What follows belongs to an exercise in optimizing a design on an open flow for small area; a production flow would make more cautious choices.
Function was checked by simulation only, so behaviour that the tests miss may differ from the original.
The clock port is modelled as an ideal driver, which makes a skipped or thinned clock tree look cheaper than it is; a real chip needs a root buffer or a tree.
Power is estimated from default activity; no workload was simulated.

Setup of run A:
// pdl
module pdl
#(
          parameter N = 20,
          parameter OUT_NUM = 8
)
(
      input [N-1:0] wb,
      input [N-1:0] dl,
      input clk,
      input reset,
      input trigger,
      output reg delay_out
);
 reg s1, s2;
 reg [N-1:0] cnt;
 reg [N-1:0] tgt;
 reg in_dly, in_wid, load;
 wire rise  = s1 & ~s2;
 wire match = (cnt == tgt);
 wire idle  = ~in_dly & ~in_wid;
 genvar i;
 wire [N:0] ic;
 wire [N-1:0] inc;
 assign ic[0] = 1'b1;
 generate for (i = 0; i < N; i = i + 1) begin : g_inc
     assign inc[i] = cnt[i] ^ ic[i];
     assign ic[i+1] = cnt[i] & ic[i];
 end endgenerate
 wire [N-1:0] wg = wb & {N{in_dly}};
 wire [N:0] c;
 wire [N-1:0] sum;
 assign c[0] = 1'b0;
 generate for (i = 0; i < N; i = i + 1) begin : g_add
     assign sum[i] = dl[i] ^ wg[i] ^ c[i];
     assign c[i+1] = (dl[i] & wg[i]) | (c[i] & (dl[i] ^ wg[i]));
 end endgenerate
 always @(posedge clk) begin
     s1 <= trigger;
     s2 <= s1;
     delay_out <= in_wid & reset;
     cnt <= load ? {N{1'b0}} : inc;
     if ((idle & rise) | (in_dly & match))
         tgt <= sum;
 end
 always @(posedge clk)
     if (~reset) begin
         in_dly <= 1'b0;
         in_wid <= 1'b0;
         load   <= 1'b1;
     end else if (idle) begin
         if (rise) begin
             load   <= 1'b1;
             in_dly <= 1'b1;
         end
     end else if (in_dly) begin
         load <= 1'b0;
         if (match) begin
             in_dly <= 1'b0;
             in_wid <= 1'b1;
         end
     end else begin
         if (match)
             in_wid <= 1'b0;
     end
endmodule
Size: about 46 flip-flops, ~2300 um^2 of cells after synthesis.
==> flow/config.mk <==
export PLATFORM = sky130hd
export DESIGN_NAME = pdl
export DESIGN_NICKNAME = pdl
export VERILOG_FILES = /design/flow/design.v
export SDC_FILE = /design/flow/constraint.sdc
export NUM_CORES = 4
export LEC_CHECK = 0
export CAP_MARGIN = 20
export CORE_MARGIN = 2
export CORE_UTILIZATION = 85
export PLACE_DENSITY = 0.9
export SLEW_MARGIN = 20
export BUFFER_PORTS_ARGS = -buffer_cell sky130_fd_sc_hd__buf_1
export POST_CTS_TCL = /design/flow/flow/post_cts.tcl
==> flow/constraint.sdc <==
create_clock -name core_clock -period 10.0 [get_ports {clk}]
set_input_delay 2.0000 -clock core_clock [delete_from_list [all_inputs] [get_ports {clk}]]
set_output_delay 2.0000 -clock core_clock [all_outputs]
set_load 0.01 [all_outputs]
standard.sh (not shown) runs the stock make flow with config.mk's settings and CLKGATE_MAP_FILE= SYNTH_SCRIPT=/design/flow/synth_recipe.tcl, a recipe that flattens the netlist after the stock synthesis.
==> flow/flow/run.sh <==
#!/bin/bash
# Standard ORFS flow with two changes:
#  - port buffers use the smallest buffer cell (buf_1);
#  - after CTS, the clock tree is rebuilt as KB_K leaf buffers fed directly
#    from the clock port (flow/kbuf.tcl), without TritonCTS's dummy loads.
set -e
HERE=$(pwd)
cp config.mk config_orig.log
cat >> config.mk <<EOT
export BUFFER_PORTS_ARGS = -buffer_cell sky130_fd_sc_hd__buf_1
export POST_CTS_TCL = $HERE/flow/post_cts.tcl
EOT
export KB_LEAF=sky130_fd_sc_hd__clkbuf_8 KB_K=2 KB_ROOT=none
bash standard.sh > standard.log 2>&1
==> flow/flow/kbuf.tcl <==
# Rebuild the clock tree: the clock port drives an optional root buffer, which
# drives K leaf buffers; the registers are split among the leaves by position
# (k-means). Settings: KB_LEAF (cell), KB_K, KB_ROOT (cell or "none").
proc kb_env {n d} { if {[info exists ::env($n)]} { return $::env($n) } ; return $d }
set leaf_master [kb_env KB_LEAF sky130_fd_sc_hd__clkbuf_8]
set K [kb_env KB_K 2]
set root_master [kb_env KB_ROOT none]
set block [ord::get_db_block]
set db [ord::get_db]
set root_net [[$block findBTerm clk] getNet]
set sinks {}; set bufs {}; set nets {}; set loads {}
set todo [list $root_net]
while {[llength $todo]} {
  set n [lindex $todo 0]; set todo [lrange $todo 1 end]
  foreach it [$n getITerms] {
    if {[$it isOutputSignal]} continue
    set inst [$it getInst]
    set m [[$inst getMaster] getName]
    if {[string match "clkload*" [$inst getName]]} { lappend loads $inst; continue }
    if {[string match "*clkbuf*" $m] || [string match "*__buf_*" $m]} {
      lappend bufs $inst
      foreach o [$inst getITerms] { if {[$o isOutputSignal] && [$o getNet] ne "NULL"} { lappend todo [$o getNet]; lappend nets [$o getNet] } }
    } elseif {[string match "*inv*" $m]} {
      error "inverter in clock tree: [$inst getName]"
    } else {
      lappend sinks $it
    }
  }
}
puts "kbuf: [llength $sinks] sinks; removing [llength $bufs] buffers, [llength $loads] dummy loads"
set pts {}
foreach it $sinks { set b [[$it getInst] getBBox]; lappend pts [list [expr {([$b xMin]+[$b xMax])/2}] [expr {([$b yMin]+[$b yMax])/2}]]; $it disconnect }
foreach inst [concat $bufs $loads] { foreach o [$inst getITerms] { $o disconnect }; odb::dbInst_destroy $inst }
foreach n $nets { odb::dbNet_destroy $n }
# k-means, seeded by spreading along x
set N [llength $pts]
set sorted [lsort -integer -index 0 $pts]
set cents {}
for {set k 0} {$k < $K} {incr k} { lappend cents [lindex $sorted [expr {int(($k+0.5)*$N/$K)}]] }
for {set iter 0} {$iter < 50} {incr iter} {
  set asg {}
  foreach p $pts {
    set best 0; set bd 1e18
    for {set k 0} {$k < $K} {incr k} { set c [lindex $cents $k]; set d [expr {abs([lindex $p 0]-[lindex $c 0]) + abs([lindex $p 1]-[lindex $c 1])}]; if {$d < $bd} { set bd $d; set best $k } }
    lappend asg $best
  }
  set nc {}
  for {set k 0} {$k < $K} {incr k} {
    set sx 0; set sy 0; set c 0
    foreach p $pts a $asg { if {$a == $k} { incr sx [lindex $p 0]; incr sy [lindex $p 1]; incr c } }
    if {$c} { lappend nc [list [expr {$sx / $c}] [expr {$sy / $c}]] } else { lappend nc [lindex $cents $k] }
  }
  set cents $nc
}
if {$root_master ne "none"} {
  set top_net [odb::dbNet_create $block clknet_root]
  $top_net setSigType CLOCK
  set r [odb::dbInst_create $block [$db findMaster $root_master] clkbuf_root]
  [$r findITerm A] connect $root_net
  [$r findITerm X] connect $top_net
  set sx 0; set sy 0; foreach c $cents { incr sx [lindex $c 0]; incr sy [lindex $c 1] }
  $r setLocation [expr {$sx / $K}] [expr {$sy / $K}]
  $r setPlacementStatus PLACED
} else {
  set top_net $root_net
}
for {set k 0} {$k < $K} {incr k} {
  set ln [odb::dbNet_create $block clknet_leaf_$k]
  $ln setSigType CLOCK
  set b [odb::dbInst_create $block [$db findMaster $leaf_master] clkbuf_leaf_$k]
  [$b findITerm A] connect $top_net
  [$b findITerm X] connect $ln
  set c 0
  foreach it $sinks a $asg { if {$a == $k} { $it connect $ln; incr c } }
  puts "kbuf: leaf $k: $c sinks"
  $b setLocation [lindex $cents $k 0] [lindex $cents $k 1]
  $b setPlacementStatus PLACED
}
Other scripts of this flow, unchanged in this note and not shown: flow/flow/post_cts.tcl
Run A did not run to completion, as it errored out during global placement (3_3_place_gp).
diff inputs: run A => run B
# run A
export LEC_CHECK = 0
export CAP_MARGIN = 20
export CORE_MARGIN = 2
export CORE_UTILIZATION = 85
export PLACE_DENSITY = 0.9
export SLEW_MARGIN = 20
export BUFFER_PORTS_ARGS = -buffer_cell sky130_fd_sc_hd__buf_1
export POST_CTS_TCL = /design/flow/flow/post_cts.tcl
create_clock -name core_clock -period 10.0 [get_ports {clk}]
# run B
export LEC_CHECK = 0
export CAP_MARGIN = 20
export CORE_MARGIN = 2
export CORE_UTILIZATION = 65
export SLEW_MARGIN = 20
export BUFFER_PORTS_ARGS = -buffer_cell sky130_fd_sc_hd__buf_1
export POST_CTS_TCL = /design/flow/flow/post_cts.tcl
create_clock -name core_clock -period 10.0 [get_ports {clk}]
diff --git a/flow/flow/run.sh b/flow/flow/run.sh
--- a/flow/flow/run.sh
+++ b/flow/flow/run.sh
@@ -11,4 +11,4 @@
 export POST_CTS_TCL = $HERE/flow/post_cts.tcl
 EOT
-export KB_LEAF=sky130_fd_sc_hd__clkbuf_8 KB_K=2 KB_ROOT=none
+export KB_LEAF=sky130_fd_sc_hd__clkbuf_8 KB_K=3 KB_ROOT=none
 bash standard.sh > standard.log 2>&1
### Flow results
Run B: PASS, flow complete, no timing, DRC or antenna violations. Multiplexer share of the synthesized area came out exactly the same in run A and run B. Re number of top-level design ports: no difference whatsoever between run B and run A. Comparing run A against run B, there is no change at all in count of flip-flops with a built-in enable after synthesis. Comparing run A and run B, the lower effective utilization at floorplan was measured on run B. As far as post-synthesis share of cell area spent on xor and xnor gates goes, run B and run A are indistinguishable; the numbers are identical. Compared run B vs run A, and horizontal die dimension is up in run B. Run A → run B: total number of placement rows picked up an extra 3; count of different cell masters after synthesis neither gained nor lost much; synthesized cell count neither gained nor lost much; post-synth net total neither gained nor lost much.
In run B the design's own scripts or RTL, not TritonCTS, make the clock network.

* * *

Another version of the RTL of pdl (not shown whole).
Size in the first run: about 190 cells after synthesis, about 44 I/O pins, ~2200 um2 of cells after synthesis.
==> flow/config.mk <==
export PLATFORM = sky130hd
export DESIGN_NAME = pdl
export DESIGN_NICKNAME = pdl
export VERILOG_FILES = /design/flow/design.v
export SDC_FILE = /design/flow/constraint.sdc
export NUM_CORES = 4
export LEC_CHECK = 0
export CAP_MARGIN = 20
export CORE_MARGIN = 2
export CORE_UTILIZATION = 70
export PLACE_DENSITY = 0.8
export SLEW_MARGIN = 20
export SYNTH_NETLIST_FILES = /design/flow/flow/pdl_netlist.v
export BUFFER_PORTS_ARGS = -buffer_cell sky130_fd_sc_hd__buf_1
export POST_CTS_TCL = /design/flow/flow/post_cts.tcl
==> flow/constraint.sdc <==
create_clock -name core_clock -period 10.0 [get_ports {clk}]
set_input_delay 2.0000 -clock core_clock [delete_from_list [all_inputs] [get_ports {clk}]]
set_output_delay 2.0000 -clock core_clock [all_outputs]
set_load 0.01 [all_outputs]
==> flow/flow/run.sh <==
#!/bin/bash
# ORFS flow with three changes:
#  - synthesis takes the hand-mapped netlist flow/pdl_netlist.v (registers
#    named and typed as the standard synthesis of rtl/pdl.v names them);
#  - port buffers use the smallest buffer cell (buf_1);
#  - after CTS, the clock tree is rebuilt as 2-4 leaf buffers fed directly
#    from the clock port (flow/kbuf_auto.tcl), without TritonCTS's dummy loads.
set -e
HERE=$(pwd)
cp config.mk config_orig.log
cat >> config.mk <<EOT
export SYNTH_NETLIST_FILES = $HERE/flow/pdl_netlist.v
export BUFFER_PORTS_ARGS = -buffer_cell sky130_fd_sc_hd__buf_1
export POST_CTS_TCL = $HERE/flow/post_cts.tcl
EOT
export KB_TARGET=0.12
bash standard.sh > standard.log 2>&1
==> flow/flow/kbuf_auto.tcl <==
source [file join [file dirname [info script]] kbuf_lib.tcl]
set ::kb_sizes {sky130_fd_sc_hd__clkbuf_1 sky130_fd_sc_hd__clkbuf_2 sky130_fd_sc_hd__clkbuf_4 sky130_fd_sc_hd__clkbuf_8 sky130_fd_sc_hd__clkbuf_16}
set ::kb_target [expr {[info exists ::env(KB_TARGET)] ? $::env(KB_TARGET) : 0.115}]
proc kb_leaf_slew {k} {
  set worst 0
  foreach p [get_pins -of_objects [get_nets clknet_leaf_$k]] {
    if {[get_property $p direction] ne "input"} continue
    foreach prop {slew_max_rise slew_max_fall} { set s [get_property $p $prop]; if {$s > $worst} { set worst $s } }
  }
  return $worst
}
proc kb_size {K} {
  global kb_sizes kb_target
  set idx {}
  for {set k 0} {$k < $K} {incr k} { lappend idx 0; replace_cell [get_cells clkbuf_leaf_$k] [lindex $kb_sizes 0] }
  while 1 {
    estimate_parasitics -placement
    set changed 0
    for {set k 0} {$k < $K} {incr k} {
      if {[kb_leaf_slew $k] > $kb_target} {
        set i [lindex $idx $k]
        if {$i + 1 >= [llength $kb_sizes]} { return 1e9 }
        incr i; lset idx $k $i
        replace_cell [get_cells clkbuf_leaf_$k] [lindex $kb_sizes $i]
        set changed 1
      }
    }
    if {!$changed} break
  }
  set area 0
  for {set k 0} {$k < $K} {incr k} { set area [expr {$area + [[[ord::get_db] findMaster [lindex $kb_sizes [lindex $idx $k]]] getWidth]}] }
  puts "kbuf: K=$K sizes=[lmap i $idx {lindex $kb_sizes $i}] width=$area"
  return $area
}
set best_k 0; set best_a 1e18
foreach K {2 3 4} {
  kb_build $K sky130_fd_sc_hd__clkbuf_2 none
  set a [kb_size $K]
  if {$a < $best_a} { set best_a $a; set best_k $K }
}
puts "kbuf: choosing K=$best_k"
kb_build $best_k sky130_fd_sc_hd__clkbuf_2 none
kb_size $best_k
Other scripts of this flow, unchanged in this note and not shown: flow/flow/kbuf_lib.tcl, flow/flow/pdl_netlist.v, flow/flow/post_cts.tcl
Edit:
--- a/flow/flow/run.sh
+++ b/flow/flow/run.sh
@@ -15,3 +15,3 @@
 EOT
-export KB_TARGET=0.12
+export KB_TARGET=0.115
 bash standard.sh > standard.log 2>&1
PLACE_DENSITY = 0.92   (was 0.8)
What happened: The changed run produced a clean layout. Sequential power barely changes. Die area does not change. Cell area grows by 0.40%. Wire length is higher by 5.1%. Worst setup slack gets worse by 0.023 ns. Via count climbs by 1.2%. Hold slack improves by 0.0075 ns. Core utilization came out higher by 0.33 points. Fmax hardly moves.
Edit:
PLACE_DENSITY = 0.8   (was 0.92)
Result:
- The changed run produced a clean layout
- hold slack loses 0.012 ns
- combinational power fell by 9.1%
- fmax stays flat
- register-to-register slack got worse by 0.30 ns
- routed wire length fell by 5.1%
Edit:
CORE_UTILIZATION = 60   (was 70)
PLACE_DENSITY = 0.7   (was 0.8)
The changed run completed without violations.
Setup slack is better by 0.0091 ns.
Die area goes up by 16%.
Hold slack is about the same.
Routed wire length went down by 7.1%.
Cell count is higher by 1.1%.
Critical path depth is unchanged.
Via count came out lower by about 1.9%.
Final area hardly moves.
Core utilization is lower by 12 points.
Sequential share of layout area is about the same.
Clock skew hardly moves.
No run of this note takes its clock network from TritonCTS; it comes from the design's own scripts or RTL.

* * *

the baseline:
pdl, a different RTL version from the one above (not shown whole).
For scale: about 46 flip-flops, about 44 I/O pins, ~2400 um^2 of cells after synthesis.
export LEC_CHECK = 0
export CAP_MARGIN = 20
export CORE_MARGIN = 2
export CORE_UTILIZATION = 40
export SLEW_MARGIN = 20
export BUFFER_PORTS_ARGS = -buffer_cell sky130_fd_sc_hd__buf_1
export POST_CTS_TCL = /design/flow/flow/post_cts.tcl
create_clock -name core_clock -period 10.0 [get_ports {clk}]
==> flow/flow/run.sh <==
#!/bin/bash
# Standard ORFS flow with two changes:
#  - port buffers use the smallest buffer cell (buf_1);
#  - after CTS, the clock tree is rebuilt as KB_K leaf buffers fed directly
#    from the clock port (flow/kbuf.tcl), without TritonCTS's dummy loads.
set -e
HERE=$(pwd)
cp config.mk config_orig.log
cat >> config.mk <<EOT
export BUFFER_PORTS_ARGS = -buffer_cell sky130_fd_sc_hd__buf_1
export POST_CTS_TCL = $HERE/flow/post_cts.tcl
EOT
export KB_LEAF=sky130_fd_sc_hd__clkbuf_8 KB_K=3 KB_ROOT=none
bash standard.sh > standard.log 2>&1
==> flow/flow/post_cts.tcl <==
# Runs at the end of ORFS's CTS step: replace TritonCTS's tree with a flat
# one (see kbuf.tcl), then legalize and re-estimate.
source [file join [file dirname [info script]] kbuf.tcl]
detailed_placement
check_placement -verbose
estimate_parasitics -placement
report_worst_slack -max
report_worst_slack -min
Scripts as last shown in full above: flow/flow/kbuf.tcl
diff inputs: the baseline => the candidate
# the baseline
export LEC_CHECK = 0
export CAP_MARGIN = 20
export CORE_MARGIN = 2
export CORE_UTILIZATION = 40
export SLEW_MARGIN = 20
export BUFFER_PORTS_ARGS = -buffer_cell sky130_fd_sc_hd__buf_1
export POST_CTS_TCL = /design/flow/flow/post_cts.tcl
create_clock -name core_clock -period 10.0 [get_ports {clk}]
# the candidate
export LEC_CHECK = 0
export CAP_MARGIN = 20
export CORE_MARGIN = 2
export CORE_UTILIZATION = 65
export SLEW_MARGIN = 20
export BUFFER_PORTS_ARGS = -buffer_cell sky130_fd_sc_hd__buf_1
export POST_CTS_TCL = /design/flow/flow/post_cts.tcl
create_clock -name core_clock -period 10.0 [get_ports {clk}]
Results
The candidate ends up with a number of cells after detailed placement that is about 9% lower than in the baseline.
| final area | the candidate vs the baseline | about 1.3% lower |
The total net switching power reported for the candidate is smaller than that of the baseline by 0.27 uW.
Proportion of total power due to net switching: the baseline vs the candidate, no meaningful difference
Looking at post-route clock period utilization, the candidate sits below the baseline.
Re length in cells of the worst reg-to-reg path: no difference whatsoever between the baseline and the candidate.
The total cell area at the placement stage number comes out higher for the baseline vs the candidate.
As of the candidate, leakage power total had fallen slightly compared to the baseline.
No run of this note takes its clock network from TritonCTS; it comes from the design's own scripts or RTL.

## separate check: timing with driven ports
Ports are ideal in the flow. The routed layouts listed here were re-timed in OpenROAD. Step 1 (the two cells are an assumption about what drives the block):
set clk [get_ports {clk}]
set_driving_cell -lib_cell sky130_fd_sc_hd__clkbuf_16 $clk
set_driving_cell -lib_cell sky130_fd_sc_hd__buf_2 [delete_from_list [all_inputs] $clk]
Step 2 moves the port delays by t, midway between the first and last clock arrival at a register: inputs arrive t later, outputs are due t later. That takes back most of the time a late clock gives input paths. a / b / c = ideal / step 1 / step 2; a / b = the first two.
run | t, ns | setup WS [ns] | worst hold slack (ns) | slew at the worst register clock pin (ns)
run B | 0.194 | 0.254 / 0.277 / 0.084 | 0.357 / 0.357 / 0.357 | 0.10 / 0.10
the first run of note 2 | 0.204 | 0.238 / 0.259 / 0.056 | 0.362 / 0.362 / 0.362 | 0.12 / 0.12
the second run of note 2 | 0.201 | 0.215 / 0.240 / 0.039 | 0.370 / 0.370 / 0.370 | 0.11 / 0.11
the third run of note 2 | 0.202 | 0.244 / 0.269 / 0.067 | 0.358 / 0.358 / 0.358 | 0.11 / 0.11
the fourth run of note 2 | 0.196 | 0.253 / 0.276 / 0.080 | 0.355 / 0.355 / 0.355 | 0.12 / 0.12
the baseline | 0.195 | 0.331 / 0.358 / 0.163 | 0.357 / 0.357 / 0.357 | 0.11 / 0.11
the candidate | 0.191 | 0.359 / 0.383 / 0.192 | 0.364 / 0.364 / 0.364 | 0.09 / 0.09
After both steps setup and hold are still met in every run listed. For the first run of note 2, which loses most, drivers alone change the setup slack by +0.021 ns; drivers and shift together by -0.182 ns.
